Context: an optimization exercise on an open-source flow, tuned for small area and a short achievable clock period. The choices shown serve that exercise and are no tape-out recipe. Only simulation tests tie the RTL to the original design; equivalence was not proved. Power is estimated from default activity; no workload was simulated.

$ cat flow/config.mk
export PLATFORM = sky130hd
export DESIGN_NAME = mips_core
export DESIGN_NICKNAME = mips_core
export VERILOG_FILES = /design/flow/design.v
export SDC_FILE = /design/flow/constraint.sdc
export NUM_CORES = 4
export LEC_CHECK = 0
export CAP_MARGIN = 20
export CORE_MARGIN = 2
export CORE_UTILIZATION = 50
export PLACE_DENSITY = 0.55
export SETUP_SLACK_MARGIN = 4.3
export SLEW_MARGIN = 20
$ cat flow/constraint.sdc
create_clock -name core_clock -period 7.0 [get_ports {clk}]
set_input_delay 1.4000 -clock core_clock [delete_from_list [all_inputs] [get_ports {clk}]]
set_output_delay 1.4000 -clock core_clock [all_outputs]
set_load 0.01 [all_outputs]
$ cat flow/design.v
module mips_core(clk, rst, imem_addr, imem_rdata, dmem_addr, dmem_wdata, dmem_we, dmem_re, dmem_rdata);
input clk, rst;
output [31:0] imem_addr;
input [31:0] imem_rdata;
output [31:0] dmem_addr, dmem_wdata;
output dmem_we, dmem_re;
input [31:0] dmem_rdata;
integer k;
genvar i;
reg  [31:2] pc;
wire [31:2] pc_inc = pc + 30'd1;
reg  [31:0] m_res;
reg         m_take;
always @(posedge clk)
    if (rst) pc <= 30'd0;
    else if (m_take) pc <= m_res[31:2];
    else pc <= pc_inc;
assign imem_addr = {pc, 2'b00};
reg [31:0] d_ins;
reg [31:2] d_pc4;
reg        d_v;
reg [31:1] d_rs_oh, d_rt_oh;
always @(posedge clk)
    for (k = 1; k < 32; k = k + 1) begin
        d_rs_oh[k] <= imem_rdata[25:21] == k;
        d_rt_oh[k] <= imem_rdata[20:16] == k;
    end
always @(posedge clk) begin
    d_ins <= imem_rdata;
    d_pc4 <= pc_inc;
    d_v   <= ~rst;
end
wire [5:0] op    = d_ins[31:26];
wire [4:0] rs    = d_ins[25:21];
wire [4:0] rt    = d_ins[20:16];
wire [4:0] rd    = d_ins[15:11];
wire [4:0] shamt = d_ins[10:6];
wire [5:0] funct = d_ins[5:0];
wire [15:0] imm  = d_ins[15:0];
wire is_r    = op == 6'b000000;
wire is_addi = op == 6'b001000;
wire is_andi = op == 6'b001100;
wire is_ori  = op == 6'b001101;
wire is_lw   = op == 6'b100011;
wire is_sw   = op == 6'b101011;
wire is_beq  = op == 6'b000100;
wire is_bne  = op == 6'b000101;
wire is_br   = is_beq | is_bne;
wire f_sub = funct == 6'b100010;
wire f_and = funct == 6'b100100;
wire f_or  = funct == 6'b100101;
wire f_slt = funct == 6'b101010;
wire f_sll = funct == 6'b000000;
wire f_srl = funct == 6'b000010;
wire r_and = is_r & f_and;
wire r_or  = is_r & f_or;
wire r_slt = is_r & f_slt;
wire r_sub = is_r & f_sub;
wire r_sh  = is_r & (f_sll | f_srl);
wire r_srl = is_r & f_srl;
wire sel_and = r_and | is_andi;
wire sel_or  = r_or  | is_ori;
wire sel_add = ~(sel_and | sel_or | r_slt | r_sh);
wire inv_b   = r_sub | r_slt;
wire use_imm = is_addi | is_andi | is_ori | is_lw | is_sw;
wire zext    = is_andi | is_ori;
wire regwrite = is_r | is_addi | is_andi | is_ori | is_lw;
wire [4:0] wreg = is_r ? rd : rt;
reg  [31:0] w_res;
reg  [4:0]  w_wr;
reg         w_rw, w_lw;
wire [31:0] wd = w_lw ? dmem_rdata : w_res;
wire [31:0] rs_acc [0:31];
wire [31:0] rt_acc [0:31];
assign rs_acc[0] = 32'd0;
assign rt_acc[0] = 32'd0;
generate for (i = 1; i < 32; i = i + 1) begin : g_rf
    reg [31:0] q;
    always @(posedge clk)
        if (w_rw && w_wr == i) q <= wd;
    assign rs_acc[i] = rs_acc[i-1] | ({32{d_rs_oh[i]}} & q);
    assign rt_acc[i] = rt_acc[i-1] | ({32{d_rt_oh[i]}} & q);
end endgenerate
wire [31:0] rs_val = rs_acc[31];
wire [31:0] rt_val = rt_acc[31];
wire [31:0] sext = {{16{imm[15]}}, imm};
wire [31:0] immx = zext ? {16'd0, imm} : sext;
wire [31:0] opa = is_br ? {d_pc4, 2'b00} : rs_val;
wire [31:0] opb = is_br ? {sext[29:0], 2'b00} :
                  use_imm ? immx :
                  inv_b ? ~rt_val : rt_val;
wire [31:0] opd = is_br ? (rs_val ^ rt_val) : rt_val;
wire [4:0]  shn = r_srl ? (5'd0 - shamt) : shamt;
reg [31:0] e_a, e_b, e_d;
reg [4:0]  e_sh, e_wr;
reg        e_srl, e_cin, e_add, e_and, e_or, e_slt, e_shf;
reg        e_rw, e_lw, e_sw, e_beq, e_bne;
always @(posedge clk) begin
    e_a   <= opa;
    e_b   <= opb;
    e_d   <= opd;
    e_sh  <= shn;
    e_wr  <= wreg;
    e_srl <= r_srl;
    e_cin <= inv_b;
    e_add <= sel_add;
    e_and <= sel_and;
    e_or  <= sel_or;
    e_slt <= r_slt;
    e_shf <= r_sh;
    if (rst) begin
        e_rw <= 1'b0; e_lw <= 1'b0; e_sw <= 1'b0; e_beq <= 1'b0; e_bne <= 1'b0;
    end else begin
        e_rw  <= d_v & regwrite;
        e_lw  <= d_v & is_lw;
        e_sw  <= d_v & is_sw;
        e_beq <= d_v & is_beq;
        e_bne <= d_v & is_bne;
    end
end
wire [32:0] sum1 = {e_a, 1'b1} + {e_b, e_cin};
wire [31:0] sum = sum1[32:1];
wire lt = (e_a[31] == e_b[31]) ? e_a[31] : sum[31];
reg [31:0] rot;
always @(*) begin
    rot = e_b;
    if (e_sh[0]) rot = {rot[30:0], rot[31]};
    if (e_sh[1]) rot = {rot[29:0], rot[31:30]};
    if (e_sh[2]) rot = {rot[27:0], rot[31:28]};
    if (e_sh[3]) rot = {rot[23:0], rot[31:24]};
    if (e_sh[4]) rot = {rot[15:0], rot[31:16]};
end
reg [31:0] mask;
always @(*)
    for (k = 0; k < 32; k = k + 1)
        mask[k] = e_srl ? (e_sh == 5'd0 || k < e_sh) : (k >= e_sh);
wire [31:0] res = ({32{e_add}} & sum) |
                  ({32{e_and}} & (e_a & e_b)) |
                  ({32{e_or}}  & (e_a | e_b)) |
                  {31'd0, e_slt & lt} |
                  ({32{e_shf}} & rot & mask);
wire eq = ~|e_d;
wire take = (e_beq & eq) | (e_bne & ~eq);
reg [31:0] m_sd;
reg [4:0]  m_wr;
reg        m_rw, m_lw, m_sw;
always @(posedge clk) begin
    m_res <= res;
    m_sd  <= e_d;
    m_wr  <= e_wr;
    if (rst) begin
        m_rw <= 1'b0; m_lw <= 1'b0; m_sw <= 1'b0; m_take <= 1'b0;
    end else begin
        m_rw <= e_rw; m_lw <= e_lw; m_sw <= e_sw; m_take <= take;
    end
end
assign dmem_addr  = m_res;
assign dmem_wdata = m_sd;
assign dmem_we    = m_sw;
assign dmem_re    = m_lw;
always @(posedge clk) begin
    w_res <= m_res;
    w_wr  <= m_wr;
    w_lw  <= m_lw;
    w_rw  <= rst ? 1'b0 : m_rw;
end
endmodule
$ cat flow/run.sh
#!/bin/bash
# synth_recipe.tcl (not shown) runs the flow's synth.tcl, then flattens the netlist and writes it again
# the make line also repeats each setting of config.mk as NAME=value (left out here)
make -C /OpenROAD-flow-scripts/flow DESIGN_CONFIG=/design/flow/config.mk WORK_HOME=/design/flow/orfs CLKGATE_MAP_FILE= SYNTH_SCRIPT=/design/flow/synth_recipe.tcl finish
==> results of run 1 <==
-- critical path: stages, from the launching register on --
cell and delay [ns]:
dfxtp_2 0.50, buf_6 0.37, a22o_1 0.27, a221oi_1 0.29, nand3_1 0.15, or4_1 0.79, nand2_1 0.17, xnor2_1 0.13
-- final cells by class --
cell class / count / area [um2] / area share, %
diodes: 4 / 10.0 / 0.0151
multi-input cells: 2614 / 18800 / 28.3
repair buffers: 354 / 2950 / 4.43
well taps: 1500 / 1880 / 2.83
inverters: 86 / 338 / 0.509
clock buffers: 177 / 3870 / 5.83
clock inverters: 80 / 903 / 1.36
flip-flops and latches: 1372 / 37700 / 56.8
-- cell usage in the layout, fill, tap and decap left out, drive strengths merged, types with 18 or more instances in the layout --
cell type	count
edfxtp	992
a22oi	638
dfxtp	380
buf	289
nor2	274
nand2	241
nand3	225
clkbuf	178
a22o	132
a221oi	132
o21ai	116
a21oi	96
inv	89
xnor2	80
nand4	73
ha	66
or4	65
a222oi	64
clkdlybuf4s50	64
clkinv	56
nor3	51
mux2i	44
xor2	43
mux2	39
mux4	32
nor2b	29
a21o	18
-- repair_timing --
action                                  4_1_cts  5_1_grt
hold buffers                                  0        0
pin swaps                                    21       30
setup buffers                                55       26
endpoints found under the setup margin      276      147
gates resized for setup                     581      110
-- sequential cells by signal, summed over array words and instances (netlist names), 27 cells and up --
name and cells:
g_rf.q 992, e_a 32, e_b 32, e_d 32
m_res 32, m_sd 32, w_res 32, d_rs_oh 31
d_rt_oh 31, d_pc4 30, pc 30, d_ins 27
-- power by group through the flow --
stage	Sequential (mW)	Combinational [mW]	Clock, mW
floorplan	10.3	1.52	0
global placement	10.5	2.88	0
detailed placement	10.5	2.90	0
CTS	10.4	3.01	7.86
global route	10.4	3.41	8.19
finish	10.4	3.29	7.87
-- kinds of logic after synthesis --
| group | after synthesis |
|---|---|
| buffers and inverters | 375 |
| flip-flops | 1372 |
| adder cells (fa/ha/maj) | 67 |
| multiplexers | 115 |
| AND/OR/NAND/NOR | 1034 |
| XOR/XNOR | 123 |
| AO/OA/AOI/OAI | 1273 |
| other | 1 |
-- worst max path at each step --
| stage | to | depth (start not counted) | startpoint |
|---|---|---|---|
| 6_report | e_d[21]$_DFF_P_ | 7 | d_rs_oh[18]$_DFF_P_ |
| 5_1_grt | m_res[24]$_DFF_P_ | 12 | e_b[11]$_DFF_P_ |
| 4_1_cts | dmem_addr[19] | 1 | m_res[19]$_DFF_P_ |
| 3_5_place_dp | m_res[5]$_DFF_P_ | 9 | e_sh[2]$_DFF_P_ |
| 3_3_place_gp | m_res[27]$_DFF_P_ | 9 | e_sh[2]$_DFF_P_ |
| 2_1_floorplan | m_res[26]$_DFF_P_ | 11 | e_b[0]$_SDFF_PN0_ |
-- layer usage --
metal	GRT usage (%)	wire, um
met5	0.613	21
met4	27.7	21200
met3	17.1	42000
met2	66.0	113000
met1	55.8	90900
-- metrics by stage --
step	util, %	instance area (um2)	instances	worst slack (ns)	total power [mW]
2_1_floorplan	-	56900	4361	4.41	11.8
3_3_place_gp	53.7	60500	5844	3.69	13.4
3_5_place_dp	53.7	60500	5845	3.83	13.4
4_1_cts	58.4	65800	6157	4.12	21.3
5_1_grt	59.0	66400	6183	4.20	22.0
6_report	59.0	66400	6187	4.22	21.5
==> metrics.md, run 1 <==
| Metric | Value |
|---|---|
| Status | `complete, no violations` |
| WL/cell | `43.2 um` |
| Part of the cycle the worst path needs | `39.7%` |
| Clock Latency Late Sink | `0.78 ns` |
| Largest family of logic cells by synthesized area | `compound AO/OA/AOI/OAI gates` |
| Adder-Cell Fraction of Synth Area | `1.49%` |
| Clock Pin Slew Worst Setup and Hold Paths | `0.06 ns` |
| Ys flop type | `edfxtp_1` |
| Initial antenna violation count | `4` |
| Share of Yosys cell area claimed by the top area cell type | `52.3%` |
| Combinational share of power | `15.3%` |
| Top Ports | `164` |
| Hold Path End | `m_wr[3]$_DFF_P_` |
| Synth Area in XOR/XNOR | `1.89%` |
| CTS tree | `yes` |
| IR Drop Worst-Case VDD | `0.238 mV` |
| Avg Cell Area, Syn | `13.1 um2` |
| Ys async rst share | `0%` |
| # DRC | `0` |
| Slew Viols, Final | `0` |
| Sequential power share | `48.2%` |
| Synthesized flop and latch total | `1372` |
| Final hold violations | `0` |
| Layout Skew | `0.0307 ns` |
| Leakage | `23.0 nW` |
| Register area share after synthesis | `65.7%` |
| CP Launch Type | `flop` |
| Worst Path Class, Setup | `reg -> reg` |
| Clk sinks | `1372` |
| Die height | `341 um` |
| Fmax | `0.360 GHz` |
| Synth unique cells | `73` |
| Max Root-Sink Buffers | `3` |
| P&R area growth vs syn | `16.7%` |
| Simple-gate share of the synthesized area | `8.71%` |
| Total gr overflow | `0` |
| Layout fillers | `9081` |
| GRT Overall Usage | `44.8%` |
| Int Power | `15.5 mW` |
| Worst hold slack | `0.328 ns` |
| R2R cell count | `7` |
| Largest net degree at the start of global routing | `72` |
| Slew HR | `21.1%` |
| Initial Utilization | `50.5%` |
| Ranking of synthesized cells by area | `edfxtp_1 (52%), dfxtp_1 (13%), a22oi_1 (8.4%), a221oi_1 (2.0%), a22o_1 (2.0%)` |
| Switching pwr | `6.01 mW` |
| Final net count | `4704` |
| CP Data Required Time | `7.69 ns` |
| Synthesized area | `56900 um2` |
| Worst R2R Setup Slack | `4.22 ns` |
| CTS Buf Count | `143` |
| Minimum clock period | `2.78 ns` |
| FF-to-FF End | `e_d[21]$_DFF_P_` |
| MaxCap Viol Count | `0` |
| CP max FO | `25` |
| Share of cells above drive strength 1 | `18.1%` |
| Port bufs | `161` |
| H-tree Lvls | `4` |
| Width of the die | `341 um` |
| Routed via count | `46156` |
| Core Area | `113000 um2` |
| Cells after synthesis | `4360` |
| Detailed Place HPWL | `140 mm` |
| DIE AREA | `117000 um2` |
| Post-synth EDFFs | `992` |
| Synth top cells by count | `edfxtp_1 (992), a22oi_1 (638), dfxtp_1 (380)` |
| Compound-Gate Fraction of Synth Area | `16.9%` |
| Via count of the first global-routing pass | `43698` |
| Setup TNS | `0 ns` |
| Min-delay src | `e_wr[3]$_DFF_P_` |
| Most common cell in the netlist | `edfxtp_1` |
| Crit. End Element | `flop` |
| Sw frac | `27.9%` |
| Vias per cell | `7.46` |
| Hold-critical path depth | `0` |
| # setup viols final | `0` |
| Worst R2R Start | `d_rs_oh[18]$_DFF_P_` |
| Worst Hold Class | `reg -> reg` |
| CTS root buf | `clkbuf_16` |
| Power per Cell Area | `324 nW/um2` |
| Mux contribution to synthesized area | `2.81%` |
| Synthesis Warnings | `1` |
| Cell taking the most area after synthesis | `edfxtp_1` |
| Clk pwr share | `36.5%` |
| Row Count | `123` |
| Worst-margin pin slew | `1.18 ns` |
| DRT Pass-1 Iters | `10` |
| RSZ-0062 raised after global routing | `yes` |
| Detailed Route WL | `267 mm` |
| Post-route ant nets | `0` |
| First-pass GRT wire length | `357 mm` |
| CP Data Arrival Time | `3.47 ns` |
| Routability cong. | `0.961` |
| DRT iter0 DRCs | `8707` |
==> inputs of run 2 (changes only) <==
--- a/flow/config.mk
+++ b/flow/config.mk
@@ -8,6 +8,8 @@
 export CAP_MARGIN = 20
 export CORE_MARGIN = 2
 export CORE_UTILIZATION = 50
+export CTS_CLUSTER_DIAMETER = 80
+export CTS_CLUSTER_SIZE = 20
 export PLACE_DENSITY = 0.55
 export SETUP_SLACK_MARGIN = 4.3
 export SLEW_MARGIN = 20
==> run 2 against run 1 <==
Against the previous run: still clean; die area did not move; synthesized cell count did not move; power is 13% lower; core utilization decreased by 2.0 points; final area is 3.3% lower; fmax increased by 1.2%.
==> metrics.md, run 2 <==
| Metric | Value |
|---|---|
| Status | `complete, no violations` |
| GRT Overall Usage | `44.5% (-0.30 points)` |
| Synthesized flop and latch total | `1372 (unchanged)` |
| Multi-input logic area | `18800 um2 (+0.14%)` |
| Part of the cycle the worst path needs | `39.2% (-0.49 points)` |
| Power per Cell Area | `291 nW/um2 (-10%)` |
| Port bufs | `161 (unchanged)` |
| Slew Viols, Final | `0 (unchanged)` |
| Clk sinks | `1372 (unchanged)` |
| Register area share after synthesis | `65.7% (unchanged)` |
| Worst Path Class, Setup | `reg -> reg` |
| Slew HR | `23.5% (+2.4 points)` |
| Max Root-Sink Buffers | `3 (unchanged)` |
| Min-delay src | `e_wr[0]$_DFF_P_` |
| Clock Pin Slew Worst Setup and Hold Paths | `0.09 ns (+0.03 ns)` |
| Post-synth EDFFs | `992 (unchanged)` |
| Ys async rst share | `0% (unchanged)` |
| DRT Pass-1 Iters | `9 (-1)` |
| Synthesized area | `56900 um2 (unchanged)` |
| Top Ports | `164 (unchanged)` |
| Max reg flops | `992 (unchanged)` |
| Share of Yosys cell area claimed by the top area cell type | `52.3% (unchanged)` |
| Worst hold slack | `0.335 ns (+0.00732 ns)` |
| H-tree Lvls | `3 (-1)` |
| Initial antenna violation count | `5 (+1)` |
| Placed Area | `60500 um2 (unchanged)` |
| Via count of the first global-routing pass | `43093 (-1.4%)` |
| CTS tree | `yes` |
| DRT iter0 DRCs | `8926 (+2.5%)` |
| RSZ-0062 raised after global routing | `yes` |
| Worst Hold Class | `reg -> reg` |
| Minimum clock period | `2.74 ns (-0.0341 ns)` |
| DIE AREA | `117000 um2 (unchanged)` |
| First-pass GRT wire length | `355 mm (-0.56%)` |
| # DRC | `0 (unchanged)` |
| # hold bufs at CTS | `0 (unchanged)` |
| Cells after synthesis | `4360 (unchanged)` |
| WL/cell | `43.7 um (+1.3%)` |
| CP Data Arrival Time | `3.30 ns (-0.17 ns)` |
| CTS root buf | `clkbuf_16` |
| Leakage | `21.8 nW (-5.2%)` |
| P&R area growth vs syn | `12.8%` |
| FF+latch area | `37700 um2 (about the same)` |
| Layout Skew | `0.0452 ns (+0.0144 ns)` |
| Initial Utilization | `50.5% (unchanged)` |
| IR Drop Worst-Case VDD | `0.261 mV (+9.4%)` |
| Post-route ant nets | `0 (unchanged)` |
| Width of the die | `341 um (unchanged)` |
| Ys flop type | `edfxtp_1` |
| Worst-margin pin slew | `1.15 ns (-0.0363 ns)` |
| CP Data Required Time | `7.55 ns (-0.14 ns)` |
| Vias per cell | `7.59 (+1.8%)` |
| Die height | `341 um (unchanged)` |
| Final net count | `4653 (-1.1%)` |
| CP max FO | `21 (-16%)` |
| CTS Buf Count | `82 (-43%)` |
| # setup viols final | `0 (unchanged)` |
| Biggest register | `g_rf.q` |
| Ranking of synthesized cells by area | `edfxtp_1 (52%), dfxtp_1 (13%), a22oi_1 (8.4%), a221oi_1 (2.0%), a22o_1 (2.0%)` |
| Layout fillers | `9309 (+2.5%)` |
| Routed via count | `46039 (-0.25%)` |
| Fin area | `64200 um2 (-3.3%)` |
| Worst R2R Start | `d_rt_oh[18]$_DFF_P_` |
| Core Area | `113000 um2 (unchanged)` |
| Core Util, Final | `57.0% (-2.0 points)` |
| Avg Cell Area, Syn | `13.1 um2 (unchanged)` |
| Clock Latency Late Sink | `0.73 ns (-0.05 ns)` |
| Total Power | `18.7 mW (-13%)` |
| CP Launch Type | `flop` |
| Detailed Place HPWL | `140 mm (unchanged)` |
| Most frequent cells in the layout | `edfxtp_1 (992), a22oi_1 (638), nor2_1 (241), nand2_1 (238), dfxtp_1 (226)` |
| Setup TNS | `0 ns (unchanged)` |
| Cell taking the most area after synthesis | `edfxtp_1` |
| CP startpoint | `d_rt_oh[18]$_DFF_P_` |
| Synth top cells by count | `edfxtp_1 (992), a22oi_1 (638), dfxtp_1 (380)` |
| Synth unique cells | `73 (unchanged)` |
| Total gr overflow | `0 (unchanged)` |
| Largest net degree at the start of global routing | `72 (unchanged)` |
| Crit. End Element | `flop` |
| Most common cell in the netlist | `edfxtp_1` |
| MaxCap Viol Count | `0 (unchanged)` |
| Routability cong. | `0.961 (unchanged)` |
| Share of cells above drive strength 1 | `16.3% (-1.8 points)` |
| Synthesis Warnings | `1 (unchanged)` |
| Final hold violations | `0 (unchanged)` |
| Detailed Route WL | `265 mm (-0.74%)` |
| Fmax | `0.365 GHz (+1.2%)` |
| Most common cell after layout, fill and taps aside | `edfxtp_1` |
| Row Count | `123 (unchanged)` |
==> run 2: cell counts after synthesis <==
Identical to the previous run, type by type.
==> run 2: cell type report <==
cell class                      instances  area share (%)
Antenna cell                            7          0.0273
Clock buffer                          106            3.42
Clock inverter                         16           0.275
Inverter                               86           0.526
Multi-Input combinational cell       2614            29.3
Sequential cell                      1372            58.7
Tap cell                             1500            2.92
Timing Repair Buffer                  364            4.84
==> run 2: cells by family after synthesis <==
group | count (synthesis) | share of synthesized area (%)
buffers and inverters | 375 | 2.53
adders and majority gates | 67 | 1.49
xor gates and xnor gates | 123 | 1.89
DFF | 1372 | 65.7
AOI/OAI and AO/OA | 1273 | 16.9
and+or+nand+nor | 1034 | 8.71
other | 1 | 0.00659
muxes | 115 | 2.81
==> run 2: worst paths after layout <==
check	end	slack (ns)	cells past startpoint
min reg2reg	m_wr[0]$_DFF_P_	0.34	0
max reg2reg	e_b[25]$_DFF_P_	4.26	8
min	m_wr[0]$_DFF_P_	0.34	0
max	e_b[25]$_DFF_P_	4.26	8
==> run 2: through the flow <==
| step | worst slack [ns] | instances |
|---|---|---|
| 6_report | 4.26 | 6065 |
| 3_5_place_dp | 3.83 | 5845 |
| 5_1_grt | 4.21 | 6058 |
| 3_3_place_gp | 3.69 | 5844 |
| 2_1_floorplan | 4.41 | 4361 |
| 4_1_cts | 4.18 | 6027 |
==> run 2: repair_timing <==
| item | 4_1_cts | 5_1_grt |
|---|---|---|
| setup endpoints to repair | 279 | 181 |
| buffers inserted | 60 | 31 |
| pin swaps | 20 | 37 |
| resized for setup | 468 | 141 |
==> run 2: power by group <==
part           switching, mW  internal [mW]
Combinational           2.29          0.970
Clock                   2.82           2.24
Sequential             0.372           9.99
==> run 2: worst max-delay path: stages (launching register included) <==
cell and delay (ns):
dfxtp_4 0.49, buf_12 0.28, a22o_1 0.23, a221oi_1 0.40, nand3_1 0.11, or4_1 0.67, xor2_1 0.21, nand2_1 0.08
a21oi_1 0.06
==> run 2: layer usage <==
metal	track usage [%]	routed length, um
met5	1.31	322
met1	55.9	90400
met3	16.2	40900
met2	66.0	114000
met4	26.5	19800
==> inputs of run 3 (changes only) <==
--- a/flow/config.mk
+++ b/flow/config.mk
@@ -11,5 +11,5 @@
 export CTS_CLUSTER_DIAMETER = 80
 export CTS_CLUSTER_SIZE = 20
 export PLACE_DENSITY = 0.55
-export SETUP_SLACK_MARGIN = 4.3
+export SETUP_SLACK_MARGIN = 4.2
 export SLEW_MARGIN = 20
==> run 3 against run 2 <==
Against the previous run: routed wire length decreased by 0.53%; non-clock buffer count shrank 72; worst hold slack barely moved; largest cell class unchanged; via count down 0.55%; flip-flop and latch count is the same; register-to-register slack worse by 0.10 ns; largest power group unchanged; fmax decreased by 3.5%; first-iteration DRC count barely moved; clock power barely moved.
==> metrics.md, run 3 <==
| Metric | Value |
|---|---|
| Status | `complete, no violations` |
| Die height | `341 um (unchanged)` |
| CP max FO | `23 (+9.5%)` |
| CP delay by family, top | `simple AND/OR/NAND/NOR gates` |
| Share of Yosys cell area claimed by the top area cell type | `52.3% (unchanged)` |
| Ranking of synthesized cells by area | `edfxtp_1 (52%), dfxtp_1 (13%), a22oi_1 (8.4%), a221oi_1 (2.0%), a22o_1 (2.0%)` |
| Top Ports | `164 (unchanged)` |
| Layout Skew | `0.0423 ns (-0.00289 ns)` |
| Post-synth EDFFs | `992 (unchanged)` |
| Clk sinks | `1372 (unchanged)` |
| WL/cell | `44.0 um (+0.67%)` |
| Crit-path cells | `buf_4 > a22o_1 > a221oi_1 > nand3_1 > or4_1 > nand2_1 > xnor2_2` |
| # setup viols final | `0 (unchanged)` |
| Detailed Route WL | `264 mm (-0.53%)` |
| Post-route ant nets | `0 (unchanged)` |
| Worst Hold Class | `reg -> reg` |
| H-tree Lvls | `3 (unchanged)` |
| Max Root-Sink Buffers | `3 (unchanged)` |
| Slowest CP cell | `or4_1` |
| Fmax | `0.352 GHz (-3.5%)` |
| Largest net degree at the start of global routing | `72 (unchanged)` |
| Clock Latency Late Sink | `0.73 ns (about the same)` |
| Register area share after synthesis | `65.7% (unchanged)` |
| Synthesis Warnings | `1 (unchanged)` |
| Pre-CTS WS | `3.83 ns (unchanged)` |
| Routed via count | `45784 (-0.55%)` |
| Initial antenna violation count | `5 (unchanged)` |
| Routability cong. | `0.961 (unchanged)` |
| P&R area growth vs syn | `11.6%` |
| Layout fillers | `9334 (+0.27%)` |
| Vias per cell | `7.64 (+0.64%)` |
| Final setup margin | `4.16 ns (-0.100 ns)` |
| CP Launch Type | `flop` |
| GRT Overall Usage | `44.3% (-0.21 points)` |
| Slew Viols, Final | `0 (unchanged)` |
| DRT iter0 DRCs | `8933 (+0.078%)` |
| Cell taking the most area after synthesis | `edfxtp_1` |
| Final net count | `4581 (-1.5%)` |
| Core Area | `113000 um2 (unchanged)` |
| Final hold violations | `0 (unchanged)` |
| Biggest register | `g_rf.q` |
| Width of the die | `341 um (unchanged)` |
| Post-route insts no fill | `5993 (-1.2%)` |
| Synthesized area | `56900 um2 (unchanged)` |
| Total gr overflow | `0 (unchanged)` |
| CP Data Arrival Time | `3.45 ns (+0.15 ns)` |
| Fin area | `63500 um2 (-1.1%)` |
| Avg Cell Area, Syn | `13.1 um2 (unchanged)` |
| Ys async rst share | `0% (unchanged)` |
| CTS root buf | `clkbuf_16` |
| Cells after synthesis | `4360 (unchanged)` |
| Via count of the first global-routing pass | `42697 (-0.92%)` |
| Initial Utilization | `50.5% (unchanged)` |
| Row Count | `123 (unchanged)` |
| CTS Buf Count | `82 (unchanged)` |
| Part of the cycle the worst path needs | `40.6% (+1.4 points)` |
| IR Drop Worst-Case VDD | `0.258 mV (-1.0%)` |
| Share of cells above drive strength 1 | `11.9% (-4.4 points)` |
| Total Power | `18.5 mW (-1.0%)` |
| Most frequent cells in the layout | `edfxtp_1 (992), a22oi_1 (638), dfxtp_1 (248), nand2_1 (241), nor2_1 (241)` |
| Slew HR | `23.3% (-0.23 points)` |
| Max reg flops | `992 (unchanged)` |
| MaxCap Viol Count | `0 (unchanged)` |
| Synth top cells by count | `edfxtp_1 (992), a22oi_1 (638), dfxtp_1 (380)` |
| Clock Pin Slew Worst Setup and Hold Paths | `0.09 ns (about the same)` |
| Worst Path Class, Setup | `reg -> reg` |
| Leakage | `21.5 nW (-1.1%)` |
| Post-Place Cells | `5845 (unchanged)` |
| Setup TNS | `0 ns (unchanged)` |
| Most common cell in the netlist | `edfxtp_1` |
| DRT Pass-1 Iters | `10 (+1)` |
| Crit. End Element | `flop` |
| Power per Cell Area | `291 nW/um2 (+0.12%)` |
| Worst-margin pin slew | `1.15 ns (+0.00341 ns)` |
| Synth unique cells | `73 (unchanged)` |
| DIE AREA | `117000 um2 (unchanged)` |
| Detailed Place HPWL | `140 mm (unchanged)` |
| First-pass GRT wire length | `354 mm (-0.52%)` |
| CTS tree | `yes` |
| CP Data Required Time | `7.61 ns (+0.06 ns)` |
| Crit-path max cell delay | `0.75 ns (+0.08 ns)` |
| Port bufs | `161 (unchanged)` |
| Minimum clock period | `2.84 ns (+0.100 ns)` |
| Ys flop type | `edfxtp_1` |
| Most common cell after layout, fill and taps aside | `edfxtp_1` |
| RSZ-0062 raised after global routing | `yes` |
| Synthesized flop and latch total | `1372 (unchanged)` |
| # DRC | `0 (unchanged)` |
| Placed Area | `60500 um2 (unchanged)` |
| Critical path buffers and inverters | `1 (unchanged)` |
==> run 3: metal layers <==
metal  GRT usage (%)  up-vias  routed length, um
met5            1.55        -                226
met3            15.6     1307              41500
li1                -    17452                  -
met1            55.8    22276              89100
met2            65.8     4743             112000
met4            26.5        6              21000
==> run 3: power breakdown <==
group / internal [mW] / switching, mW / leakage (nW) / total, mW
registers: 9.98 / 0.393 / 12.1 / 10.4
logic: 0.866 / 2.20 / 8.27 / 3.07
clock network: 2.24 / 2.81 / 1.15 / 5.06
==> run 3: cell type report <==
type / instances / area [um2] / share of cell area (%)
Sequential cell: 1372 / 37700 / 59.3
Multi-Input combinational cell: 2614 / 18600 / 29.3
Timing Repair Buffer: 292 / 2650 / 4.17
Clock buffer: 106 / 2190 / 3.46
Tap cell: 1500 / 1880 / 2.96
Inverter: 86 / 328 / 0.516
Clock inverter: 16 / 176 / 0.278
Antenna cell: 7 / 17.5 / 0.0276
==> run 3: worst paths after layout <==
path	start	end	slack (ns)	depth (start not counted)
worst max-delay path	d_rs_oh[24]$_DFF_P_	e_d[17]$_DFF_P_	4.16	7
worst min-delay path	e_wr[3]$_DFF_P_	m_wr[3]$_DFF_P_	0.34	0
worst max register to register	d_rs_oh[24]$_DFF_P_	e_d[17]$_DFF_P_	4.16	7
worst min register to register	e_wr[3]$_DFF_P_	m_wr[3]$_DFF_P_	0.34	0
==> run 3: kinds of logic (layout without fill, tap and decap cells) <==
kind of cell	after synthesis	after routing	share of synthesized area (%)
adder cells (fa/ha/maj)	67	67	1.49
buffers and inverters	375	500	2.53
AND/OR/NAND/NOR	1034	1034	8.71
other	1	9	0.00659
AO/OA/AOI/OAI	1273	1273	16.9
multiplexers	115	115	2.81
XOR/XNOR	123	123	1.89
flip-flops	1372	1372	65.7
==> run 3: through the flow <==
step,hold slack (ns),util (%)
after floorplan,0.310,-
after global placement,0.312,53.7
after detailed placement,0.318,53.7
after CTS,0.336,56.1
after global routing,0.344,56.3
final,0.336,56.4
==> run 3: repair_timing <==
action,4_1_cts,5_1_grt
pin swaps,11,10
endpoints found under the setup margin,191,111
hold buffers,0,0
cloned,0,0
resized for setup,233,78
setup buffers,12,7
==> inputs of run 4 (changes only) <==
--- a/flow/config.mk
+++ b/flow/config.mk
@@ -11,5 +11,5 @@
 export CTS_CLUSTER_DIAMETER = 80
 export CTS_CLUSTER_SIZE = 20
 export PLACE_DENSITY = 0.55
-export SETUP_SLACK_MARGIN = 4.2
+export SETUP_SLACK_MARGIN = 4.4
 export SLEW_MARGIN = 20
==> run 4 against run 3 <==
Against the previous run: count of clock-buffer cells in the layout is the same; non-clock buffer count is 105 higher; final cell count up 1.7%; synthesized cell count unchanged; critical path type unchanged; core utilization up 1.3 points; sequential power is essentially flat; worst hold slack worse by 0.0030 ns; critical path depth grew 4; still clean.
==> metrics.md, run 4 <==
| Metric | Value |
|---|---|
| Detailed Route WL | `266 mm (+0.85%)` |
| Layout fillers | `9198 (-1.5%)` |
| Leakage | `22.2 nW (+2.9%)` |
| WL/cell | `43.7 um (-0.87%)` |
| Initial Utilization | `50.5% (unchanged)` |
| Total gr overflow | `0 (unchanged)` |
| FF-to-FF End | `m_res[0]$_DFF_P_` |
| Synth unique cells | `73 (unchanged)` |
| Largest net degree at the start of global routing | `72 (unchanged)` |
| RSZ-0062 raised after global routing | `yes` |
| Worst hold slack | `0.333 ns (-0.00301 ns)` |
| Register area share after synthesis | `65.7% (unchanged)` |
| DIE AREA | `117000 um2 (unchanged)` |
| CP Data Required Time | `7.59 ns (-0.02 ns)` |
| Slew Viols, Final | `0 (unchanged)` |
| Placed Area | `60500 um2 (unchanged)` |
| Post-synth EDFFs | `992 (unchanged)` |
| Share of Yosys cell area claimed by the top area cell type | `52.3% (unchanged)` |
| GRT Overall Usage | `44.7% (+0.33 points)` |
| Clk sinks | `1372 (unchanged)` |
| Worst R2R Setup Slack | `4.28 ns (+0.12 ns)` |
| CP Launch Type | `flop` |
| Ranking of synthesized cells by area | `edfxtp_1 (52%), dfxtp_1 (13%), a22oi_1 (8.4%), a221oi_1 (2.0%), a22o_1 (2.0%)` |
| Detailed Place HPWL | `140 mm (unchanged)` |
| Vias per cell | `7.54 (-1.4%)` |
| P&R area growth vs syn | `14.2%` |
| Synthesis Warnings | `1 (unchanged)` |
| Avg Cell Area, Syn | `13.1 um2 (unchanged)` |
| Worst Path Class, Setup | `reg -> reg` |
| Final net count | `4686 (+2.3%)` |
| Slew HR | `22.4% (-0.96 points)` |
| DRT iter0 DRCs | `9236 (+3.4%)` |
| Crit-path cells | `inv_4 > ha_4 > a21oi_4 > o211a_1 > nor4_4 > o21ai_4 > a211oi_4 > nand3_2 > a31oi_4 > a211oi_2 > a311o_1` |
| Cell taking the most area after synthesis | `edfxtp_1` |
| # setup viols final | `0 (unchanged)` |
| R2R cell count | `11 (+4)` |
| Clock Latency Late Sink | `0.73 ns (about the same)` |
| Hold-critical path depth | `0 (unchanged)` |
| Cells after synthesis | `4360 (unchanged)` |
| Most common cell in the netlist | `edfxtp_1` |
| Final hold violations | `0 (unchanged)` |
| FF+latch area | `37700 um2 (+0.24%)` |
| Multi-input logic area | `18900 um2 (+1.8%)` |
| Crit. End Element | `flop` |
| Setup TNS | `0 ns (unchanged)` |
| CTS tree | `yes` |
| CTS Buf Count | `82 (unchanged)` |
| CP max FO | `4 (-83%)` |
| Die height | `341 um (unchanged)` |
| Synthesized flop and latch total | `1372 (unchanged)` |
| Row Count | `123 (unchanged)` |
| Clock Pin Slew Worst Setup and Hold Paths | `0.09 ns (about the same)` |
| Max Root-Sink Buffers | `3 (unchanged)` |
| # hold bufs at CTS | `0 (unchanged)` |
| IR Drop Worst-Case VDD | `0.258 mV (about the same)` |
| DRT Pass-1 Iters | `9 (-1)` |
| Post-route ant nets | `0 (unchanged)` |
| Worst R2R Start | `e_b[1]$_SDFF_PN0_` |
| Fin area | `65000 um2 (+2.3%)` |
| Share of cells above drive strength 1 | `17.8% (+5.9 points)` |
| CP Data Arrival Time | `3.30 ns (-0.15 ns)` |
| Worst Hold Class | `reg -> reg` |
| Initial antenna violation count | `2 (-3)` |
| Max reg flops | `992 (unchanged)` |
| Minimum clock period | `2.72 ns (-0.125 ns)` |
| Part of the cycle the worst path needs | `38.8% (-1.8 points)` |
| Routability cong. | `0.961 (unchanged)` |
| CTS root buf | `clkbuf_16` |
| Layout Skew | `0.0428 ns (+0.000542 ns)` |
| Routed via count | `45945 (+0.35%)` |
| First-pass GRT wire length | `356 mm (+0.73%)` |
| Via count of the first global-routing pass | `43248 (+1.3%)` |
| Critical path buffers and inverters | `1 (unchanged)` |
| Synthesized area | `56900 um2 (unchanged)` |
| CP delay by family, top | `compound AO/OA/AOI/OAI gates` |
| H-tree Lvls | `3 (unchanged)` |
| Most common cell after layout, fill and taps aside | `edfxtp_1` |
| Slowest CP cell | `dfxtp_4` |
| Biggest register | `g_rf.q` |
| Status | `complete, no violations` |
| MaxCap Viol Count | `0 (unchanged)` |
| Worst-margin pin slew | `1.16 ns (+0.0144 ns)` |
| Port bufs | `161 (unchanged)` |
| Ys flop type | `edfxtp_1` |
| Min-delay src | `e_wr[3]$_DFF_P_` |
| Ys async rst share | `0% (unchanged)` |
| Top Ports | `164 (unchanged)` |
| Synth top cells by count | `edfxtp_1 (992), a22oi_1 (638), dfxtp_1 (380)` |
| Hold Path End | `m_wr[3]$_DFF_P_` |
| Most frequent cells in the layout | `edfxtp_1 (992), a22oi_1 (638), nand2_1 (240), nor2_1 (240), dfxtp_1 (224)` |
| # DRC | `0 (unchanged)` |
| Width of the die | `341 um (unchanged)` |
| Core Area | `113000 um2 (unchanged)` |
| Fmax | `0.368 GHz (+4.6%)` |
| Power per Cell Area | `290 nW/um2 (-0.34%)` |
| Crit-path max cell delay | `0.38 ns (-0.37 ns)` |
==> run 4: cell count changes in the layout (fill, tap and decap cells not counted), sizes merged <==
cell           delta
buf             +199
dlygate4sd2      -76
clkdlybuf4s15    -18
clkinvlp          +2
inv               -2
diode             -1
==> run 4: cell families (layout without fill, tap and decap cells) <==
family | after synthesis | in the layout | share of synthesized area [%]
adders and majority gates | 67 | 67 | 1.49
other | 1 | 8 | 0.00659
AOI/OAI and AO/OA | 1273 | 1273 | 16.9
DFF | 1372 | 1372 | 65.7
buffers and inverters | 375 | 605 | 2.53
muxes | 115 | 115 | 2.81
and+or+nand+nor | 1034 | 1034 | 8.71
xor gates and xnor gates | 123 | 123 | 1.89
==> run 4: power by group <==
| group | switching (mW) | total (mW) | internal [mW] |
|---|---|---|---|
| Combinational | 2.32 | 3.43 | 1.11 |
| Clock | 2.83 | 5.07 | 2.24 |
| Sequential | 0.380 | 10.4 | 9.99 |
==> run 4: layout make-up <==
class,instances,share of cell area (%)
diodes,6,0.0231
inverters,86,0.524
clock buffers,106,3.38
multi-input cells,2614,29.1
well taps,1500,2.89
repair buffers,397,5.69
clock inverters,16,0.271
flip-flops and latches,1372,58.1
==> run 4: worst max-delay path by stage <==
stage | startpoint | end | slack [ns] | depth (start not counted)
after global routing | e_b[0]$_SDFF_PN0_ | m_res[26]$_DFF_P_ | 4.23 | 12
after detailed placement | e_sh[2]$_DFF_P_ | m_res[5]$_DFF_P_ | 3.83 | 9
final | e_b[1]$_SDFF_PN0_ | m_res[0]$_DFF_P_ | 4.28 | 11
after global placement | e_sh[2]$_DFF_P_ | m_res[27]$_DFF_P_ | 3.69 | 9
after CTS | m_res[2]$_DFF_P_ | dmem_addr[2] | 4.18 | 1
after floorplan | e_b[0]$_SDFF_PN0_ | m_res[26]$_DFF_P_ | 4.41 | 11
==> run 4: repair_timing <==
item                       4_1_cts  5_1_grt
setup buffers                   77       46
gates cloned                     0        1
resized for setup              667      169
setup endpoints to repair      360      312
pin swaps                       18       25
==> run 4: per-stage QoR <==
stage | setup WS, ns | total power, mW | utilization [%] | std cells
final | 4.28 | 18.9 | 57.7 | 6097
after global routing | 4.23 | 19.3 | 57.7 | 6091
after CTS | 4.18 | 18.6 | 56.8 | 6044
after detailed placement | 3.83 | 13.4 | 53.7 | 5845
after global placement | 3.69 | 13.4 | 53.7 | 5844
after floorplan | 4.41 | 11.8 | - | 4361
==> run 4: routing by layer <==
metal,wire length [um],global-route usage (%),vias to the layer above
li1,-,-,17672
met5,219,1.31,-
met3,41800,15.7,1224
met4,21000,27.5,4
met2,113000,66.0,4529
met1,89800,56.2,22516
==> inputs of run 5 (changes only) <==
==> flow/flow/run.sh (new file) <==
#!/bin/bash
# The standard layout (standard.sh, with the standard synthesis), except that
# ports are buffered with buf_2 cells instead of the delay cells that
# buffer_ports otherwise picks (every port still gets its own buffer).
# Each ORFS step writes its full log under orfs/logs; make's own output goes
# to flow_make.log in this folder.
set -euo pipefail
export BUFFER_PORTS_ARGS="-buffer_cell sky130_fd_sc_hd__buf_2"
bash standard.sh > flow_make.log 2>&1
==> flow/standard.sh (new file) <==
#!/bin/bash
# synth_recipe.tcl (not shown) runs the flow's synth.tcl, then flattens the netlist and writes it again
# the make line also repeats each setting of config.mk as NAME=value (left out here)
make -C /OpenROAD-flow-scripts/flow DESIGN_CONFIG=/design/flow/config.mk WORK_HOME=/design/flow/orfs CLKGATE_MAP_FILE= SYNTH_SCRIPT=/design/flow/synth_recipe.tcl "${@:-finish}"
--- a/flow/config.mk
+++ b/flow/config.mk
@@ -11,5 +11,5 @@
 export CTS_CLUSTER_DIAMETER = 80
 export CTS_CLUSTER_SIZE = 20
 export PLACE_DENSITY = 0.55
-export SETUP_SLACK_MARGIN = 4.4
+export SETUP_SLACK_MARGIN = 4.2
 export SLEW_MARGIN = 20
removed: flow/run.sh
==> run 5 against run 4 <==
Against the previous run: still clean on timing, DRC and antenna; core utilization fell by 2.0 points; via count shrank 1.8%; final cell count down 1.4%; combinational power fell by 13%; fmax decreased by 5.5%; largest power group unchanged.
==> metrics.md, run 5 <==
| Metric | Value |
|---|---|
| Status | `complete, no violations` |
| Power per Cell Area | `291 nW/um2 (+0.11%)` |
| Min-delay src | `e_wr[0]$_DFF_P_` |
| Crit. End Element | `flop` |
| Largest net degree at the start of global routing | `72 (unchanged)` |
| Register area share after synthesis | `65.7% (unchanged)` |
| Synth top cells by count | `edfxtp_1 (992), a22oi_1 (638), dfxtp_1 (380)` |
| Setup TNS | `0 ns (unchanged)` |
| Initial antenna violation count | `4 (+2)` |
| Post-Place Cells | `5846 (+0.017%)` |
| Die height | `341 um (unchanged)` |
| Synthesized flop and latch total | `1372 (unchanged)` |
| CTS tree | `yes` |
| Fin area | `62700 um2 (-3.5%)` |
| Routability cong. | `0.959 (-0.21%)` |
| DRT Pass-1 Iters | `9 (unchanged)` |
| First-pass GRT wire length | `352 mm (-1.3%)` |
| WL/cell | `43.5 um (-0.37%)` |
| CP Data Required Time | `7.58 ns (about the same)` |
| Share of Yosys cell area claimed by the top area cell type | `52.3% (unchanged)` |
| Part of the cycle the worst path needs | `41.1% (+2.3 points)` |
| Worst Path Class, Setup | `reg -> reg` |
| Post-route insts no fill | `6010 (-1.4%)` |
| Cell taking the most area after synthesis | `edfxtp_1` |
| Synth unique cells | `73 (unchanged)` |
| CP Launch Type | `flop` |
| Pre-CTS WS | `3.84 ns (+0.0105 ns)` |
| Total gr overflow | `0 (unchanged)` |
| Worst-margin pin slew | `1.20 ns (+0.0404 ns)` |
| Leakage | `21.4 nW (-3.4%)` |
| CTS root buf | `clkbuf_16` |
| Most frequent cell on the critical path | `nor2_1` |
| Max Root-Sink Buffers | `3 (unchanged)` |
| Core Util, Final | `55.7% (-2.0 points)` |
| Synth Area in XOR/XNOR | `1.89% (unchanged)` |
| IR Drop Worst-Case VDD | `0.172 mV (-33%)` |
| Max reg flops | `992 (unchanged)` |
| Final hold violations | `0 (unchanged)` |
| Slew Viols, Final | `0 (unchanged)` |
| Post-route ant nets | `0 (unchanged)` |
| Detailed Route WL | `261 mm (-1.8%)` |
| Via count of the first global-routing pass | `42785 (-1.1%)` |
| GRT Overall Usage | `44.0% (-0.66 points)` |
| Fmax | `0.348 GHz (-5.5%)` |
| Layout fillers | `9495 (+3.2%)` |
| Biggest register | `g_rf.q` |
| CTS Buf Count | `80 (-2.4%)` |
| R2R cell count | `7 (-4)` |
| Crit-path max cell delay | `0.78 ns (+0.40 ns)` |
| Multi-input logic area | `18600 um2 (-1.9%)` |
| Hold Path End | `m_wr[0]$_DFF_P_` |
| RSZ-0062 raised after global routing | `yes` |
| Width of the die | `341 um (unchanged)` |
| Initial Utilization | `50.5% (unchanged)` |
| Top Ports | `164 (unchanged)` |
| Core Area | `113000 um2 (unchanged)` |
| FF+latch area | `37500 um2 (-0.53%)` |
| CP delay by family, top | `simple AND/OR/NAND/NOR gates` |
| Critical path buffers and inverters | `1 (unchanged)` |
| Final net count | `4597 (-1.9%)` |
| Ys flop type | `edfxtp_1` |
| DIE AREA | `117000 um2 (unchanged)` |
| CP max FO | `32 (+28)` |
| Port bufs | `161 (unchanged)` |
| Synthesized area | `56900 um2 (unchanged)` |
| Slew HR | `19.7% (-2.7 points)` |
| Placed Area | `59700 um2 (-1.3%)` |
| Minimum clock period | `2.88 ns (+0.159 ns)` |
| Worst Hold Class | `reg -> reg` |
| H-tree Lvls | `3 (unchanged)` |
| Crit-path cells | `buf_4 > a22o_1 > a221oi_1 > nand3_1 > or4_1 > nor2_1 > nor2_1` |
| Layout Skew | `0.0414 ns (-0.00142 ns)` |
| Hold-critical path depth | `0 (unchanged)` |
| Clock Pin Slew Worst Setup and Hold Paths | `0.08 ns (about the same)` |
| # DRC | `0 (unchanged)` |
| Simple-gate share of the synthesized area | `8.71% (unchanged)` |
| Final setup margin | `4.12 ns (-0.159 ns)` |
| Cells after synthesis | `4360 (unchanged)` |
| Most common cell after layout, fill and taps aside | `edfxtp_1` |
| Synthesis Warnings | `1 (unchanged)` |
| Worst R2R Start | `d_rs_oh[28]$_DFF_P_` |
| Detailed Place HPWL | `143 mm (+1.7%)` |
| Share of cells above drive strength 1 | `14.6% (-3.2 points)` |
| Row Count | `123 (unchanged)` |
| Clock Latency Late Sink | `0.71 ns (-0.02 ns)` |
| MaxCap Viol Count | `0 (unchanged)` |
| Ranking of synthesized cells by area | `edfxtp_1 (52%), dfxtp_1 (13%), a22oi_1 (8.4%), a221oi_1 (2.0%), a22o_1 (2.0%)` |
| P&R area growth vs syn | `10.2%` |
| Ys async rst share | `0% (unchanged)` |
| Post-synth EDFFs | `992 (unchanged)` |
| Adder-Cell Fraction of Synth Area | `1.49% (unchanged)` |
| Vias per cell | `7.51 (-0.40%)` |
| FF-to-FF End | `e_a[24]$_DFF_P_` |
| Routed via count | `45108 (-1.8%)` |
| Most common cell in the netlist | `edfxtp_1` |
| Clk sinks | `1372 (unchanged)` |
| Largest family of logic cells by synthesized area | `compound AO/OA/AOI/OAI gates` |
| Slowest CP cell | `or4_1` |
| Compound-Gate Fraction of Synth Area | `16.9% (unchanged)` |
| Most frequent cells in the layout | `edfxtp_1 (992), a22oi_1 (638), dfxtp_1 (291), nand2_1 (241), nor2_1 (241)` |
| Worst R2R Setup Slack | `4.12 ns (-0.16 ns)` |
| # setup viols final | `0 (unchanged)` |
| DRT iter0 DRCs | `8847 (-4.2%)` |
| Mux contribution to synthesized area | `2.81% (unchanged)` |
| CP Data Arrival Time | `3.46 ns (+0.16 ns)` |
| Avg Cell Area, Syn | `13.1 um2 (unchanged)` |
[run 5: worst max-delay path by stage]
stage                         from                end  slack, ns  cells after the start
6_report       d_rs_oh[28]$_DFF_P_    e_a[24]$_DFF_P_       4.12                      7
5_1_grt             e_b[3]$_DFF_P_   m_res[0]$_DFF_P_       4.07                     11
3_5_place_dp        e_b[2]$_DFF_P_   m_res[0]$_DFF_P_       3.84                     11
3_3_place_gp        e_b[2]$_DFF_P_   m_res[0]$_DFF_P_       3.87                     11
4_1_cts          e_b[1]$_SDFF_PN0_   m_res[0]$_DFF_P_       4.11                     11
2_1_floorplan    e_b[0]$_SDFF_PN0_  m_res[26]$_DFF_P_       4.41                     11
[run 5: final cells by class]
class,instances,area share [%]
clock buffer,109,3.43
sequential,1372,59.9
antenna,6,0.0239
timing repair buffer,310,3.31
multi-input combinational,2614,29.7
inverter,86,0.525
clock inverter,13,0.182
tap,1500,2.99
[run 5: cells by family (layout without fill, tap and decap cells)]
logic type               after synthesis  in the layout
adder cells (fa/ha/maj)               67             67
buffers and inverters                375            518
XOR/XNOR                             123            123
multiplexers                         115            115
other                                  1              8
AO/OA/AOI/OAI                       1273           1273
AND/OR/NAND/NOR                     1034           1034
flip-flops                          1372           1372
[run 5: worst reg2reg max path, cell delays in order (launching register included)]
cell and delay, ns:
dfxtp_2 0.32, buf_4 0.38, a22o_1 0.48, a221oi_1 0.30, nand3_1 0.17, or4_1 0.78
nor2_1 0.28, nor2_1 0.06
[run 5: metal layers]
layer	vias up	GRT usage (%)	share of wire (%)
met2	4230	65.1	43
li1	17490	-	-
met1	22360	56.1	35
met3	1028	15.8	15
met5	-	0.245	0
met4	0	24.8	7.0
[run 5: timing repair]
action	CTS	global route
gates resized for setup	46	76
gates cloned	0	0
pin swaps	9	16
setup endpoints to repair	64	126
buffers inserted	9	27
hold buffers	0	0
[run 5: per-stage QoR]
step | power (mW) | hold slack, ns
floorplan | 11.8 | 0.310
global route | 18.7 | 0.345
global placement | 13.2 | 0.315
finish | 18.2 | 0.336
CTS | 18.0 | 0.339
detailed placement | 13.2 | 0.313
[run 5: report_power, final]
part           internal [mW]  switching [mW]
Sequential              9.94           0.380
Clock                   2.19            2.73
Combinational          0.807            2.18
==> inputs of run 6 (changes only) <==
--- a/flow/config.mk
+++ b/flow/config.mk
@@ -11,5 +11,5 @@
 export CTS_CLUSTER_DIAMETER = 80
 export CTS_CLUSTER_SIZE = 20
 export PLACE_DENSITY = 0.55
-export SETUP_SLACK_MARGIN = 4.2
+export SETUP_SLACK_MARGIN = 4.3
 export SLEW_MARGIN = 20
==> run 6 against run 5 <==
Against the previous run: clock skew shrank 0.0042 ns; register-to-register slack gained 0.14 ns; flip-flop and latch count did not move; largest cell class unchanged.
==> metrics.md, run 6 <==
| Metric | Value |
|---|---|
| Post-Place Cells | `5846 (unchanged)` |
| GRT Overall Usage | `44.3% (+0.26 points)` |
| Synth Area in XOR/XNOR | `1.89% (unchanged)` |
| Die height | `341 um (unchanged)` |
| Slew Viols, Final | `0 (unchanged)` |
| Via count of the first global-routing pass | `42865 (+0.19%)` |
| Most frequent cells in the layout | `edfxtp_1 (992), a22oi_1 (638), dfxtp_1 (258), nor2_1 (240), nand2_1 (239)` |
| Crit. End Element | `flop` |
| Synthesized area | `56900 um2 (unchanged)` |
| Routed via count | `45159 (+0.11%)` |
| Share of cells above drive strength 1 | `16.3% (+1.7 points)` |
| CP Data Required Time | `7.57 ns (about the same)` |
| P&R area growth vs syn | `11.0%` |
| Initial antenna violation count | `6 (+2)` |
| Power per Cell Area | `290 nW/um2 (about the same)` |
| Part of the cycle the worst path needs | `39.1% (-2.0 points)` |
| Top Ports | `164 (unchanged)` |
| Total gr overflow | `0 (unchanged)` |
| Biggest register | `g_rf.q` |
| Row Count | `123 (unchanged)` |
| Core Area | `113000 um2 (unchanged)` |
| Most common cell in the netlist | `edfxtp_1` |
| Cell taking the most area after synthesis | `edfxtp_1` |
| Post-route ant nets | `0 (unchanged)` |
| CP Data Arrival Time | `3.30 ns (-0.16 ns)` |
| Post-synth EDFFs | `992 (unchanged)` |
| Cells after synthesis | `4360 (unchanged)` |
| Largest family of logic cells by synthesized area | `compound AO/OA/AOI/OAI gates` |
| Simple-gate share of the synthesized area | `8.71% (unchanged)` |
| Post-route insts no fill | `6016 (+0.10%)` |
| Layout Skew | `0.0372 ns (-0.00423 ns)` |
| Status | `complete, no violations` |
| CTS root buf | `clkbuf_16` |
| Worst R2R Setup Slack | `4.27 ns (+0.14 ns)` |
| Synthesis Warnings | `1 (unchanged)` |
| Detailed Place HPWL | `143 mm (unchanged)` |
| CP max FO | `5 (-84%)` |
| DRT Pass-1 Iters | `11 (+2)` |
| Largest net degree at the start of global routing | `72 (unchanged)` |
| Max reg flops | `992 (unchanged)` |
| RSZ-0062 raised after global routing | `yes` |
| DRT iter0 DRCs | `8907 (+0.68%)` |
| Worst Hold Class | `reg -> reg` |
| Most common cell after layout, fill and taps aside | `edfxtp_1` |
| Clk sinks | `1372 (unchanged)` |
| Share of Yosys cell area claimed by the top area cell type | `52.3% (unchanged)` |
| IR Drop Worst-Case VDD | `0.174 mV (+1.2%)` |
| DIE AREA | `117000 um2 (unchanged)` |
| Width of the die | `341 um (unchanged)` |
| Ys async rst share | `0% (unchanged)` |
| Synth unique cells | `73 (unchanged)` |
| CP Launch Type | `flop` |
| MaxCap Viol Count | `0 (unchanged)` |
| Register area share after synthesis | `65.7% (unchanged)` |
| Ys flop type | `edfxtp_1` |
| Synth top cells by count | `edfxtp_1 (992), a22oi_1 (638), dfxtp_1 (380)` |
| Adder-Cell Fraction of Synth Area | `1.49% (unchanged)` |
| Ranking of synthesized cells by area | `edfxtp_1 (52%), dfxtp_1 (13%), a22oi_1 (8.4%), a221oi_1 (2.0%), a22o_1 (2.0%)` |
| Slew HR | `21.2% (+1.5 points)` |
| CTS tree | `yes` |
| Minimum clock period | `2.73 ns (-0.142 ns)` |
| First-pass GRT wire length | `353 mm (+0.52%)` |
| Synthesized flop and latch total | `1372 (unchanged)` |
| Fmax | `0.366 GHz (+5.2%)` |
| # DRC | `0 (unchanged)` |
| Worst-margin pin slew | `1.18 ns (-0.0230 ns)` |
| CTS Buf Count | `80 (unchanged)` |
| Final net count | `4605 (+0.17%)` |
| Initial Utilization | `50.5% (unchanged)` |
| H-tree Lvls | `3 (unchanged)` |
| Clock Latency Late Sink | `0.71 ns (about the same)` |
| # setup viols final | `0 (unchanged)` |
| Clock Pin Slew Worst Setup and Hold Paths | `0.09 ns (about the same)` |
| Compound-Gate Fraction of Synth Area | `16.9% (unchanged)` |
| Max Root-Sink Buffers | `3 (unchanged)` |
| Port bufs | `161 (unchanged)` |
| # hold bufs at CTS | `0 (unchanged)` |
| Routability cong. | `0.959 (unchanged)` |
| Vias per cell | `7.51 (about the same)` |
| Setup TNS | `0 ns (unchanged)` |
| Detailed Route WL | `263 mm (+0.49%)` |
| Avg Cell Area, Syn | `13.1 um2 (unchanged)` |
| Worst Path Class, Setup | `reg -> reg` |
| WL/cell | `43.7 um (+0.39%)` |
| Mux contribution to synthesized area | `2.81% (unchanged)` |
| Leakage | `21.5 nW (+0.40%)` |
| Final hold violations | `0 (unchanged)` |
[run 6: logic make-up after synthesis]
group | count (synthesis)
buffers and inverters | 375
AND/OR/NAND/NOR | 1034
multiplexers | 115
XOR/XNOR | 123
flip-flops | 1372
adder cells (fa/ha/maj) | 67
AO/OA/AOI/OAI | 1273
other | 1
[run 6: through the flow]
step	cell area [um2]	hold slack [ns]	utilization [%]	total power, mW	setup slack, ns
CTS	62600	0.339	55.6	18.1	4.24
finish	63200	0.336	56.1	18.3	4.27
global placement	59700	0.315	53.0	13.2	3.87
detailed placement	59700	0.313	53.0	13.2	3.84
floorplan	56900	0.310	-	11.8	4.41
global route	63200	0.345	56.1	18.8	4.19
[run 6: path summary, 6_finish.rpt]
check | to | depth (start not counted) | from
max | m_res[0]$_DFF_P_ | 11 | e_b[3]$_DFF_P_
min | m_wr[0]$_DFF_P_ | 0 | e_wr[0]$_DFF_P_
max reg2reg | m_res[0]$_DFF_P_ | 11 | e_b[3]$_DFF_P_
min reg2reg | m_wr[0]$_DFF_P_ | 0 | e_wr[0]$_DFF_P_
[run 6: repair_timing]
action	4_1_cts	5_1_grt
resized for setup	125	119
setup endpoints to repair	173	92
gates cloned	0	1
pin swaps	24	31
buffers inserted	26	17
[run 6: report_power, final]
group          internal (mW)  switching, mW  total [mW]
logic                  0.863           2.22        3.08
registers               9.95          0.382        10.3
clock network           2.19           2.74        4.93
[run 6: critical path: stages (launching register included)]
cell and delay (ns):
dfxtp_4 0.37, inv_1 0.06, ha_4 0.30, nand2_4 0.07
o211a_4 0.25, nor4_4 0.35, o21ai_4 0.15, a211oi_4 0.28
nand3_2 0.15, a31oi_4 0.24, a211oi_2 0.09, a311o_1 0.28
[run 6: layer usage]
| metal | vias up | GRT usage, % | wire (um) | part of all wire [%] |
|---|---|---|---|---|
| met5 | - | 0.123 | 13 | 0.0049 |
| met4 | 2 | 25.8 | 19300 | 7.4 |
| met3 | 1081 | 15.5 | 40400 | 15 |
| met2 | 4345 | 65.6 | 112000 | 43 |
| met1 | 22224 | 56.3 | 90800 | 35 |
| li1 | 17507 | - | - | - |
[run 6: layout make-up]
| cell class | count | area, um2 |
|---|---|---|
| Clock inverter | 13 | 114 |
| Timing Repair Buffer | 318 | 2270 |
| Fill cell | 9440 | 49500 |
| Tap cell | 1500 | 1880 |
| Clock buffer | 109 | 2150 |
| Sequential cell | 1372 | 37600 |
| Inverter | 86 | 327 |
| Multi-Input combinational cell | 2614 | 18800 |
| Antenna cell | 4 | 10.0 |
==> inputs of run 7 (changes only) <==
--- a/flow/config.mk
+++ b/flow/config.mk
@@ -11,5 +11,5 @@
 export CTS_CLUSTER_DIAMETER = 80
 export CTS_CLUSTER_SIZE = 20
 export PLACE_DENSITY = 0.55
-export SETUP_SLACK_MARGIN = 4.3
+export SETUP_SLACK_MARGIN = 4.35
 export SLEW_MARGIN = 20
==> run 7 against run 6 <==
Against the previous run: still clean; final area up 0.60%; power grew 0.58%; global-route usage is 0.14 points higher; synthesized area unchanged; clock skew is essentially flat; fmax down 0.71%; non-clock buffer count grew 18; clock power about the same; die area did not move; combinational power increased by 3%; critical endpoint unchanged; largest cell class unchanged; largest power group unchanged.
==> metrics.md, run 7 <==
| Metric | Value |
|---|---|
| Core Area | `113000 um2 (unchanged)` |
| Post-route ant nets | `0 (unchanged)` |
| Avg Cell Area, Syn | `13.1 um2 (unchanged)` |
| Ys async rst share | `0% (unchanged)` |
| Worst hold slack | `0.336 ns (+0.0000420 ns)` |
| Clock Latency Late Sink | `0.71 ns (about the same)` |
| Row Count | `123 (unchanged)` |
| CP max FO | `4 (-1)` |
| Diodes inserted | `0 (-4)` |
| Multi-input logic area | `18800 um2 (+0.31%)` |
| DIE AREA | `117000 um2 (unchanged)` |
| Biggest register | `g_rf.q` |
| Slew HR | `18.4% (-2.8 points)` |
| MaxCap Viol Count | `0 (unchanged)` |
| Max reg flops | `992 (unchanged)` |
| Power per Cell Area | `290 nW/um2 (about the same)` |
| Port bufs | `161 (unchanged)` |
| Ranking of synthesized cells by area | `edfxtp_1 (52%), dfxtp_1 (13%), a22oi_1 (8.4%), a221oi_1 (2.0%), a22o_1 (2.0%)` |
| Clock Pin Slew Worst Setup and Hold Paths | `0.09 ns (about the same)` |
| CTS root buf | `clkbuf_16` |
| Worst R2R Start | `e_b[1]$_SDFF_PN0_` |
| First-pass GRT wire length | `354 mm (+0.31%)` |
| Ys flop type | `edfxtp_1` |
| P&R area growth vs syn | `11.6%` |
| RSZ-0062 raised after global routing | `yes` |
| # setup viols final | `0 (unchanged)` |
| # DRC | `0 (unchanged)` |
| CTS Buf Count | `80 (unchanged)` |
| CTS tree | `yes` |
| Final net count | `4623 (+0.39%)` |
| Routed via count | `45254 (+0.21%)` |
| Crit. End Element | `flop` |
| Vias per cell | `7.50 (about the same)` |
| Detailed Place HPWL | `143 mm (unchanged)` |
| Total gr overflow | `0 (unchanged)` |
| CP Launch Type | `flop` |
| Register area share after synthesis | `65.7% (unchanged)` |
| FF-to-FF End | `m_res[0]$_DFF_P_` |
| Slew Viols, Final | `0 (unchanged)` |
| CP Data Arrival Time | `3.32 ns (+0.02 ns)` |
| Share of Yosys cell area claimed by the top area cell type | `52.3% (unchanged)` |
| Hold Path End | `m_wr[0]$_DFF_P_` |
| Synthesis Warnings | `1 (unchanged)` |
| Max Root-Sink Buffers | `3 (unchanged)` |
| Setup TNS | `0 ns (unchanged)` |
| Initial antenna violation count | `5 (-1)` |
| H-tree Lvls | `3 (unchanged)` |
| Worst R2R Setup Slack | `4.25 ns (-0.02 ns)` |
| Minimum clock period | `2.75 ns (+0.0197 ns)` |
| Synth unique cells | `73 (unchanged)` |
| Worst Hold Class | `reg -> reg` |
| Detailed Route WL | `264 mm (+0.69%)` |
| Most common cell in the netlist | `edfxtp_1` |
| Layout fillers | `9401 (-0.41%)` |
| R2R cell count | `11 (unchanged)` |
| Die height | `341 um (unchanged)` |
| Post-synth EDFFs | `992 (unchanged)` |
| Part of the cycle the worst path needs | `39.4% (+0.28 points)` |
| GRT Overall Usage | `44.4% (+0.14 points)` |
| Synthesized flop and latch total | `1372 (unchanged)` |
| Via count of the first global-routing pass | `42893 (+0.065%)` |
| Most frequent cells in the layout | `edfxtp_1 (992), a22oi_1 (638), nor2_1 (240), nand2_1 (239), dfxtp_1 (237)` |
| DRT iter0 DRCs | `8676 (-2.6%)` |
| Top Ports | `164 (unchanged)` |
| Routability cong. | `0.959 (unchanged)` |
| DRT Pass-1 Iters | `9 (-2)` |
| IR Drop Worst-Case VDD | `0.173 mV (-0.71%)` |
| # hold bufs at CTS | `0 (unchanged)` |
| Synth top cells by count | `edfxtp_1 (992), a22oi_1 (638), dfxtp_1 (380)` |
| Final hold violations | `0 (unchanged)` |
| Layout Skew | `0.0370 ns (-0.000209 ns)` |
| Worst Path Class, Setup | `reg -> reg` |
| Share of cells above drive strength 1 | `17.4% (+1.1 points)` |
| Min-delay src | `e_wr[0]$_DFF_P_` |
| Synthesized area | `56900 um2 (unchanged)` |
| Largest net degree at the start of global routing | `72 (unchanged)` |
| Status | `complete, no violations` |
| Worst-margin pin slew | `1.22 ns (+0.0415 ns)` |
| Width of the die | `341 um (unchanged)` |
| Initial Utilization | `50.5% (unchanged)` |
| Cells after synthesis | `4360 (unchanged)` |
| Fmax | `0.363 GHz (-0.71%)` |
| Most common cell after layout, fill and taps aside | `edfxtp_1` |
| Hold-critical path depth | `0 (unchanged)` |
| WL/cell | `43.9 um (+0.46%)` |
| CP Data Required Time | `7.57 ns (about the same)` |
| Leakage | `21.6 nW (+0.64%)` |
| Clk sinks | `1372 (unchanged)` |
| Cell taking the most area after synthesis | `edfxtp_1` |
| FF+latch area | `37700 um2 (+0.19%)` |
run 7: cell types whose count changed in the layout (fill, tap and decap cells not counted), sizes merged:
cell	change
buf	+17
diode	-4
clkbuf	+1
run 7: cell families after synthesis:
logic type	Yosys count	synth area share, %
AOI/OAI and AO/OA	1273	16.9
muxes	115	2.81
xor gates and xnor gates	123	1.89
buffers and inverters	375	2.53
other	1	0.00659
and+or+nand+nor	1034	8.71
adders and majority gates	67	1.49
DFF	1372	65.7
run 7: worst max-delay path by stage:
stage	start	to	slack [ns]	depth (start not counted)
2_1_floorplan	e_b[0]$_SDFF_PN0_	m_res[26]$_DFF_P_	4.41	11
3_3_place_gp	e_b[2]$_DFF_P_	m_res[0]$_DFF_P_	3.87	11
3_5_place_dp	e_b[2]$_DFF_P_	m_res[0]$_DFF_P_	3.84	11
4_1_cts	e_b[1]$_SDFF_PN0_	m_res[0]$_DFF_P_	4.28	11
5_1_grt	e_b[1]$_SDFF_PN0_	m_res[0]$_DFF_P_	4.16	11
6_report	e_b[1]$_SDFF_PN0_	m_res[0]$_DFF_P_	4.25	11
run 7: area by class of cell:
cell class	count	share of cell area, %
Sequential cell	1372	59.3
Inverter	86	0.522
Clock inverter	13	0.179
Multi-Input combinational cell	2614	29.7
Tap cell	1500	2.95
Timing Repair Buffer	336	3.97
Clock buffer	109	3.39
run 7: through the flow:
step                instance area, um2  utilization [%]  worst slack, ns  power, mW  instances
finish                           63500             56.4             4.25       18.5       6030
floorplan                        56900                -             4.41       11.8       4361
detailed placement               59700             53.0             3.84       13.2       5846
global route                     63500             56.4             4.16       18.9       6030
global placement                 59700             53.0             3.87       13.2       5846
CTS                              62900             55.8             4.28       18.2       6008
run 7: routing by layer:
metal | up-vias | global-route usage [%] | share of wire (%)
met5 | - | 0 | 0.0076
met3 | 1097 | 15.5 | 15
met1 | 22316 | 56.4 | 35
met2 | 4300 | 66.1 | 43
li1 | 17539 | - | -
met4 | 2 | 25.6 | 7.3
run 7: timing repair:
item	in CTS	in global routing
setup endpoints to repair	238	107
pin swaps	24	24
hold endpoints to repair	0	0
cloned	0	2
resized for setup	187	127
setup buffers	40	20
run 7: power breakdown:
group	internal, mW	switching [mW]	total (mW)
Sequential	9.97	0.374	10.3
Combinational	0.912	2.26	3.17
Clock	2.19	2.75	4.94
run 7: worst max-delay path, cell delays in order, from the launching register on:
cell and delay, ns:
dfxtp_4 0.37, inv_1 0.06, ha_4 0.30, a21oi_4 0.08, o211a_4 0.27, nor4_4 0.35
o21ai_4 0.15, a211oi_4 0.27, nand3_2 0.15, a31oi_4 0.26, a211oi_2 0.10, a311o_1 0.27

==> port drivers added, routing unchanged <==
Ports are ideal in the flow. The routed layouts listed here were re-timed in OpenROAD.
Step 1, drivers: a clkbuf_16 drives clk and a buf_2 each remaining input, both assumed.
Step 2 also shifts input and output timing later by t, the mid clock arrival at the registers, as if the neighbouring blocks saw the same clock.
Slacks: ideal / step 1 / step 2; pairs: ideal / step 1.
| run | t (ns) | setup WS [ns] | worst data-port slew with drivers (ns) | cell pins on the clock port's net |
|---|---|---|---|---|
| run 1 | 0.837 | 4.223 / 4.223 / 3.880 | 0.10 | 1 |
| run 2 | 0.782 | 4.257 / 4.249 / 3.897 | 0.10 | 1 |
| run 3 | 0.780 | 4.157 / 4.154 / 3.916 | 0.10 | 1 |
| run 4 | 0.781 | 4.282 / 4.282 / 3.941 | 0.10 | 1 |
| run 5 | 0.761 | 4.123 / 4.123 / 4.123 | 0.09 | 1 |
| run 6 | 0.760 | 4.265 / 4.257 / 4.265 | 0.09 | 1 |
| run 7 | 0.761 | 4.245 / 4.245 / 4.245 | 0.09 | 1 |
After both steps every run listed still meets setup and hold. The setup slack of run 2, which loses most, moves by -0.008 ns with the drivers and by -0.360 ns with both steps.
